From an optimization exercise on the open Yosys and OpenROAD flow, aimed at small area; shortcuts taken in it are not production practice. Only simulation tests tie the RTL to the original design; equivalence was not proved. The clock port is modelled as an ideal driver; clocking choices that lean on that would not hold on a real chip. Power figures rest on the tool's default switching activity, not on a simulated workload.

Setup of job 5696:
Design top, start of the top module:
module top(
    input clk100Mhz,
    input [1:0] mode,
    input START,
    input STOP,
    input rst,
    output [7:1] cathode,
    output [3:0] anode,
    output overflow
);
make LEC_CHECK=0 CAP_MARGIN=20 CORE_MARGIN=2 CORE_UTILIZATION=70 CTS_BUF_LIST='sky130_fd_sc_hd__clkbuf_4 sky130_fd_sc_hd__clkbuf_8' CTS_CLUSTER_DIAMETER=200 CTS_CLUSTER_SIZE=50 SLEW_MARGIN=20 finish   # period 10.0 ns
run.sh (not shown) runs the stock make flow with config.mk's settings and CLKGATE_MAP_FILE= SYNTH_SCRIPT=/design/flow/synth_recipe.tcl, a recipe that flattens the netlist after the stock synthesis.
Job 5696 closes out successfully: all stages finished, all timing, DRC and antenna checks passed.
Modified inputs, job 2456 compared to job 5696
Settings: a change of CTS_BUF_LIST from sky130_fd_sc_hd__clkbuf_4 sky130_fd_sc_hd__clkbuf_8 to sky130_fd_sc_hd__clkbuf_8; a change of CTS_CLUSTER_SIZE from 50 to 100; a change of CORE_UTILIZATION from 70 to 40; a change of CTS_CLUSTER_DIAMETER from 200 to 500.
Notes after the runs:
- Job 2456 did not stop at any stage, and its layout met the timing, DRC and antenna checks.
- Per the comparison of job 2456 with job 5696, synthesized cell count comparable, met1 routing resource usage after global routing decreased by 13 points relative to the old numbers, clock share of power saw an increase, width of the die rose about 30%, clock-buffer cell count has decreased.
- Job 5696 leaves less setup margin than job 2456.
- In the flow results for job 5696 and job 2456, the post-route cell area is smaller on job 5696.
Input-level comparison between job 2235 and job 2456:
Settings: clearing CTS_BUF_LIST, which used to be sky130_fd_sc_hd__clkbuf_8; clearing CTS_CLUSTER_DIAMETER, which used to be 500; putting ABC_AREA at 1 where nothing was set; clearing CTS_CLUSTER_SIZE, which used to be 100.
Results
Job 2235 finished end to end and its layout was clean on timing, DRC and antenna. Going from job 2456 to job 2235, layout overhead on the synthesized area grows by 3.0 points. Per the comparison of job 2235 with job 2456, final wirelength now larger, largest voltage drop on the vdd net now smaller, global-route usage now larger, overall power of the completed layout now smaller.
#### Input delta (job 2900 over job 2235)
Settings: ABC_AREA removed (was 1).
### Flow results
Looking at the reports, job 2900 completed the entire flow and the layout it produced met the timing, DRC and antenna checks. Every stage of the flow completed for job 2235, and the final layout passed the timing, DRC and antenna checks. Looking at worst setup slack, job 2900 sits 250 ps lower than job 2235 does. Summary: with job 2235 as the reference, number of distinct library cells after synthesis in job 2900 moved up by more than half. Sort job 2235 and job 2900 by peak fanout along the critical path, descending, and job 2235 comes first. Going from job 2235 to job 2900, the utilization was found to have gone down by 1.4 points. From job 2235 to job 2900 the numbers moved as follows: share of synthesized cell area in full adder, half adder and majority cells lower; combinational group share of total power fell by 0.9 points; HPWL after detailed placement now smaller. Job 2900 reports its slowest stage cell on the critical path as clkdlybuf4s50_1 while job 2235 reports dfxtp_1. Looking at fmax, job 2900 sits below job 2235. Power share of the clock group for job 2900: 5.3 points up relative to job 2235. Total power draw: job 2900 vs job 2235 up about 9%. [diff] total via count after detailed routing, job 2900 relative to job 2235: improvement.

---

The RTL this note starts from:
==> flow/design.v <==
module debouncer (clk100Mhz, rst, i_sig, o_sig_debounced);
   input  clk100Mhz;
   input  rst;
   input  i_sig;
   output o_sig_debounced;
   reg       s1, s2, s3, s4, db;
   reg [2:0] k;
   wire f = (~k[2] & k[1]) | (k[2] & ~k[1] & k[0]);
   wire stable = (k == 3'b000);
   always @(posedge clk100Mhz) begin
      if (rst) begin
         s1 <= 0; s2 <= 0; s3 <= 0; s4 <= 0; db <= 0;
         k <= 3'b001;
      end else begin
         s1 <= i_sig;
         s2 <= s1;
         s3 <= s2;
         s4 <= s3;
         if (s3 != s4)
            k <= 3'b001;
         else
            k <= {k[1], k[0], f};
         if (stable)
            db <= s4;
      end
   end
   assign o_sig_debounced = db;
endmodule
module pulse_generator (
    input [1:0] MODE,
    input START,
    input rst,
    input STOP,
    input clk100Mhz,
    output reg pulse
);
    reg [6:0] count;
    reg gen;
    wire ge100 = count[6] & count[5] & count[2];
    wire ge50  = count[6] | (count[5] & count[4] & (count[3] | count[2] | count[1]));
    wire ge25  = count[6] | count[5] | (count[4] & count[3] & (count[2] | count[1] | count[0]));
    wire hit   = (MODE == 2'b00) ? ge100 : (MODE == 2'b01) ? ge50 : ge25;
    always @(posedge clk100Mhz) begin
        if (rst) begin
            gen   <= 0;
            pulse <= 0;
        end else begin
            if (STOP)
                gen <= 0;
            else if (START)
                gen <= 1;
            pulse <= gen & (MODE != 2'b11) & hit;
        end
        if (!gen || MODE == 2'b11 || hit)
            count <= 0;
        else
            count <= count + 1'b1;
    end
endmodule
module fitbitTracker (
    input clk100Mhz,
    input rst,
    input pulseSignal,
    input samp,
    input fin,
    output reg [15:0] Q,
    output reg bin,
    output [4:0] dval,
    output reg OFLOW
);
    reg [1:0] a, b;
    wire [1:0] bb = fin ? b : 2'd0;
    wire [4:0] x0 = Q[3:0] + bb;
    wire dec0 = ~bin & (x0 >= 5'd10);
    wire c0 = x0[4] | dec0;
    wire [3:0] r0 = dec0 ? x0[3:0] + 4'd6 : x0[3:0];
    wire n1_9 = (Q[7:4] == 4'd9), n1_f = (Q[7:4] == 4'd15);
    wire c1 = c0 & (bin ? n1_f : n1_9);
    wire [3:0] r1 = (c0 & ~bin & n1_9) ? 4'd0 : Q[7:4] + c0;
    wire n2_9 = (Q[11:8] == 4'd9), n2_f = (Q[11:8] == 4'd15);
    wire c2 = c1 & (bin ? n2_f : n2_9);
    wire [3:0] r2 = (c1 & ~bin & n2_9) ? 4'd0 : Q[11:8] + c1;
    wire n3_9 = (Q[15:12] == 4'd9), n3_f = (Q[15:12] == 4'd15);
    wire c3 = c2 & (bin ? n3_f : n3_9);
    wire [3:0] r3 = (c2 & ~bin & n3_9) ? 4'd0 : Q[15:12] + c2;
    wire [15:0] r = {r3, r2, r1, r0};
    wire low12 = (r[15:2] == 14'd0) & (r[1] ^ r[0]);
    wire [3:0] T = Q[15:12], H = Q[11:8], X = Q[7:4], U = Q[3:0];
    wire ge2047 = (T > 2) | ((T == 2) & ((H > 0) | (X > 4) | ((X == 4) & (U >= 7))));
    wire ge4095 = (T > 4) | ((T == 4) & ((H > 0) | ((X == 9) & (U >= 5))));
    wire ge6143 = (T > 6) | ((T == 6) & ((H > 1) | ((H == 1) & ((X > 4) | ((X == 4) & (U >= 3))))));
    wire ge8191 = (T > 8) | ((T == 8) & ((H > 1) | ((H == 1) & (X == 9) & (U >= 1))));
    wire [4:0] dbcd = {2'b00, ge8191, ge4095 & ~ge8191, (ge2047 & ~ge4095) | (ge6143 & ~ge8191)};
    assign dval = bin ? Q[15:11] : dbcd;
    wire [2:0] pend = a + b;
    wire at9999 = ~bin & (Q[15:4] == 12'h999) & (Q[3:0] + pend == 4'd8);
    always @(posedge clk100Mhz) begin
        if (samp)
            b <= a;
        else if (fin)
            b <= 0;
    end
    always @(posedge clk100Mhz) begin
        if (rst) begin
            Q <= 0; bin <= 1'b1; a <= 0; OFLOW <= 0;
        end else begin
            if (pulseSignal & at9999)
                OFLOW <= 1'b1;
            if (samp)
                a <= {1'b0, pulseSignal};
            else
                a <= a + pulseSignal;
            if (bin) begin
                if (low12) begin
                    bin <= 1'b0;
                    Q <= {15'd0, r[1]};
                end else
                    Q <= r;
            end else begin
                if (c3) begin
                    bin <= 1'b1;
                    Q <= {14'h09C4, r[0], ~r[0]};
                end else
                    Q <= r;
            end
        end
    end
endmodule
module bin2bcd_fsm (bin, tens, ones);
    input [4:0] bin;
    output [1:0] tens;
    output [3:0] ones;
    assign tens = (bin >= 5'd30) ? 2'd3 : (bin >= 5'd20) ? 2'd2 : (bin >= 5'd10) ? 2'd1 : 2'd0;
    assign ones = bin - tens * 4'd10;
endmodule
module Rotator (
    input clk100Mhz,
    input rst,
    output reg [1:0] screen,
    output reg [1:0] sel,
    output samp,             
    output fin               
);
    reg [3:0] c16;
    reg [6:0] q;
    reg [2:0] m7;
    always @(posedge clk100Mhz) begin
        if (rst) begin
            c16 <= 0; q <= 0; screen <= 0; sel <= 0; m7 <= 0;
        end else begin
            c16 <= c16 + 1'b1;
            if (c16 == 4'd15) begin
                sel <= sel + 1'b1;
                if (q == 7'd124) begin
                    q <= 0;
                    screen <= (screen == 2'd2) ? 2'd0 : screen + 1'b1;
                end else
                    q <= q + 1'b1;
            end
            if (c16[1:0] == 2'd3)
                m7 <= (m7 == 3'd6) ? 3'd0 : m7 + 1'b1;
        end
    end
    assign samp = (c16[1:0] == 2'd0) & (m7 == 3'd0);
    assign fin  = (c16[1:0] == 2'd3) & (m7 == 3'd6);
endmodule
module segment_driver (
    input [1:0] screen,
    input [1:0] sel,
    input [15:0] P,
    input bin,
    input oflow,
    input [1:0] dtens,
    input [3:0] dones,
    input [1:0] mode,
    output reg [7:1] cathodes,
    output reg [3:0] anodes
);
    reg [3:0] digit;
    always @(*) begin
        case (sel)
            2'd0: anodes = 4'b1110;
            2'd1: anodes = 4'b1101;
            2'd2: anodes = 4'b1011;
            default: anodes = 4'b0111;
        endcase
        case (screen)
            2'd0: digit = bin ? {oflow, 2'b00, oflow} : P[sel*4 +: 4];
            2'd1: digit = (sel == 2'd0) ? dones : (sel == 2'd1) ? {2'b00, dtens} : 4'd0;
            2'd2: digit = (sel == 2'd0) ? {2'b00, mode} : 4'd0;
            default: digit = 4'd0;
        endcase
        case (digit)
            4'h0: cathodes = 7'b1000000;
            4'h1: cathodes = 7'b1111001;
            4'h2: cathodes = 7'b0100100;
            4'h3: cathodes = 7'b0110000;
            4'h4: cathodes = 7'b0011001;
            4'h5: cathodes = 7'b0010010;
            4'h6: cathodes = 7'b0000010;
            4'h7: cathodes = 7'b1111000;
            4'h8: cathodes = 7'b0000000;
            4'h9: cathodes = 7'b0010000;
            default: cathodes = 7'b1111111;
        endcase
    end
endmodule
module top(
    input clk100Mhz,
    input [1:0] mode,
    input START,
    input STOP,
    input rst,
    output [7:1] cathode,
    output [3:0] anode,
    output overflow
);
    wire start_db, stop_db, pulse, samp, fin;
    wire [1:0] screen, sel;
    wire [15:0] P;
    wire bin;
    wire [4:0] dval;
    wire [1:0] dtens;
    wire [3:0] dones;
    debouncer db_start (.clk100Mhz(clk100Mhz), .rst(rst), .i_sig(START), .o_sig_debounced(start_db));
    debouncer db_stop  (.clk100Mhz(clk100Mhz), .rst(rst), .i_sig(STOP),  .o_sig_debounced(stop_db));
    pulse_generator pg (.MODE(mode), .START(start_db), .rst(rst), .STOP(stop_db),
                        .clk100Mhz(clk100Mhz), .pulse(pulse));
    Rotator tb_i (.clk100Mhz(clk100Mhz), .rst(rst), .screen(screen), .sel(sel),
                  .samp(samp), .fin(fin));
    fitbitTracker tracker (.clk100Mhz(clk100Mhz), .rst(rst), .pulseSignal(pulse),
                           .samp(samp), .fin(fin), .Q(P), .bin(bin), .dval(dval), .OFLOW(overflow));
    bin2bcd_fsm dist_bcd (.bin(dval), .tens(dtens), .ones(dones));
    segment_driver seg_driver (.screen(screen), .sel(sel), .P(P), .bin(bin), .oflow(overflow), .dtens(dtens), .dones(dones),
                               .mode(mode), .cathodes(cathode), .anodes(anode));
endmodule
==> flow/config.mk <==
export PLATFORM = sky130hd
export DESIGN_NAME = top
export DESIGN_NICKNAME = top
export VERILOG_FILES = /design/flow/design.v
export SDC_FILE = /design/flow/constraint.sdc
export NUM_CORES = 4
export LEC_CHECK = 0
export CAP_MARGIN = 20
export CORE_MARGIN = 2
export CORE_UTILIZATION = 40
export SLEW_MARGIN = 20
==> flow/constraint.sdc <==
create_clock -name core_clock -period 10.0 [get_ports {clk100Mhz}]
set_input_delay 2.0000 -clock core_clock [delete_from_list [all_inputs] [get_ports {clk100Mhz}]]
set_output_delay 2.0000 -clock core_clock [all_outputs]
set_load 0.01 [all_outputs]
standard.sh (not shown) runs the stock make flow with config.mk's settings and CLKGATE_MAP_FILE= SYNTH_SCRIPT=/design/flow/synth_recipe.tcl, a recipe that flattens the netlist after the stock synthesis.
==> flow/flow/run.sh <==
#!/bin/bash
# Own layout flow. Steps:
#   1. the standard synthesis, unchanged (standard.sh synth);
#   2. the combinational logic of that netlist re-mapped for area with ABC
#      (registers, their names and cell types are kept as they are); four
#      runs with different seeds, the smallest result is kept;
#   3. the standard floorplan-to-finish on the re-mapped netlist, with
#      the clock distributed by four buffers (cts_pre.tcl, run before CTS) and
#      plain port buffers.
# Each tool's full output goes to a log file of its own in this folder.
set -euo pipefail
W=$(pwd)
F=$W/flow
P=${FLOW_PLATFORM:-sky130hd}
R=$W/orfs/results/$P/top/base
FH=${FLOW_HOME:-/OpenROAD-flow-scripts/flow}
YOSYS=$FH/../tools/install/yosys/bin/yosys
[ -x "$YOSYS" ] || YOSYS=$(command -v yosys)
export LIB=$FH/platforms/$P/lib/sky130_fd_sc_hd__tt_025C_1v80.lib

bash standard.sh synth > $W/log_1_standard_synth.log 2>&1
cp $R/1_2_yosys.v $W/standard_1_2_yosys.v

export REMAP_IN=$W/standard_1_2_yosys.v
export REMAP_T=90
pids=""
for s in 1 2 3 4; do
  REMAP_SEED=$s REMAP_OUT=$W/remapped_$s.v "$YOSYS" -c $F/remap.tcl > $W/log_2_remap_$s.log 2>&1 &
  pids="$pids $!"
done
for p in $pids; do wait $p; done
best=""; bestarea=""
for s in 1 2 3 4; do
  a=$(grep "Chip area for module" $W/log_2_remap_$s.log | tail -1 | awk '{print $NF}')
  if [ -z "$best" ] || awk -v a="$a" -v b="$bestarea" 'BEGIN{exit !(a < b)}'; then best=$s; bestarea=$a; fi
done
echo "remap: seed $best, area $bestarea" > $W/log_2_remap_choice.log
cp $W/remapped_$best.v $W/remapped.v
export REMAP_OUT=$W/remapped.v
"$YOSYS" -c $F/check.tcl > $W/log_2_remap_check.log 2>&1
cp $W/remapped.v $R/1_2_yosys.v
rm -f $R/1_synth.odb $R/1_synth.sdc
bash standard.sh synth > $W/log_3_synth_odb.log 2>&1

export PRE_CTS_TCL=$F/cts_pre.tcl
export BUFFER_PORTS_ARGS="-buffer_cell sky130_fd_sc_hd__buf_1"
bash standard.sh finish > $W/log_4_layout.log 2>&1
Other scripts of this flow, unchanged in this note and not shown: flow/flow/check.tcl, flow/flow/cts_pre.tcl, flow/flow/remap.tcl
Next try:
--- a/flow/config.mk
+++ b/flow/config.mk
@@ -10 +10,2 @@
-export CORE_UTILIZATION = 40
+export CORE_UTILIZATION = 55
+export PLACE_DENSITY = 0.7
=> The changed run went through all stages and came out clean; hold slack improves by 0.0053 ns; final cell count goes down by 5.6%; total power goes down by 1.0%; area after synthesis does not change.

## separate check: timing with driven ports
In the flow no input, the clock included, has a driving cell. The finished layouts below were timed again as built, in two steps. Step 1: set_driving_cell puts a clkbuf_16 on clk100Mhz and a buf_2 on each other input, an assumption about the parent block. Step 2, shift: input delay + t, output delay - t, t = (earliest + latest rising clock arrival at the registers) / 2. This alone moves slack from input paths to output paths. a / b / c = ideal ports / drivers / drivers and shift; a / b = the first two.
run | t, ns | setup slack, ns | pins driven straight from the clock port
job 5696 | 0.357 | 3.400 / 3.376 / 3.376 | 1
job 2456 | 0.361 | 3.491 / 3.468 / 3.468 | 1
job 2235 | 0.374 | 3.738 / 3.706 / 3.820 | 1
job 2900 | 0.361 | 3.491 / 3.468 / 3.468 | 1
the first run of note 2 | 0.222 | 4.305 / 4.286 / 4.286 | 4
the second run of note 2 | 0.213 | 4.369 / 4.349 / 4.349 | 4
After both steps setup and hold are still met in every run listed. The setup slack of job 5696, which loses most, moves by -0.024 ns with the drivers and by -0.024 ns with both steps.
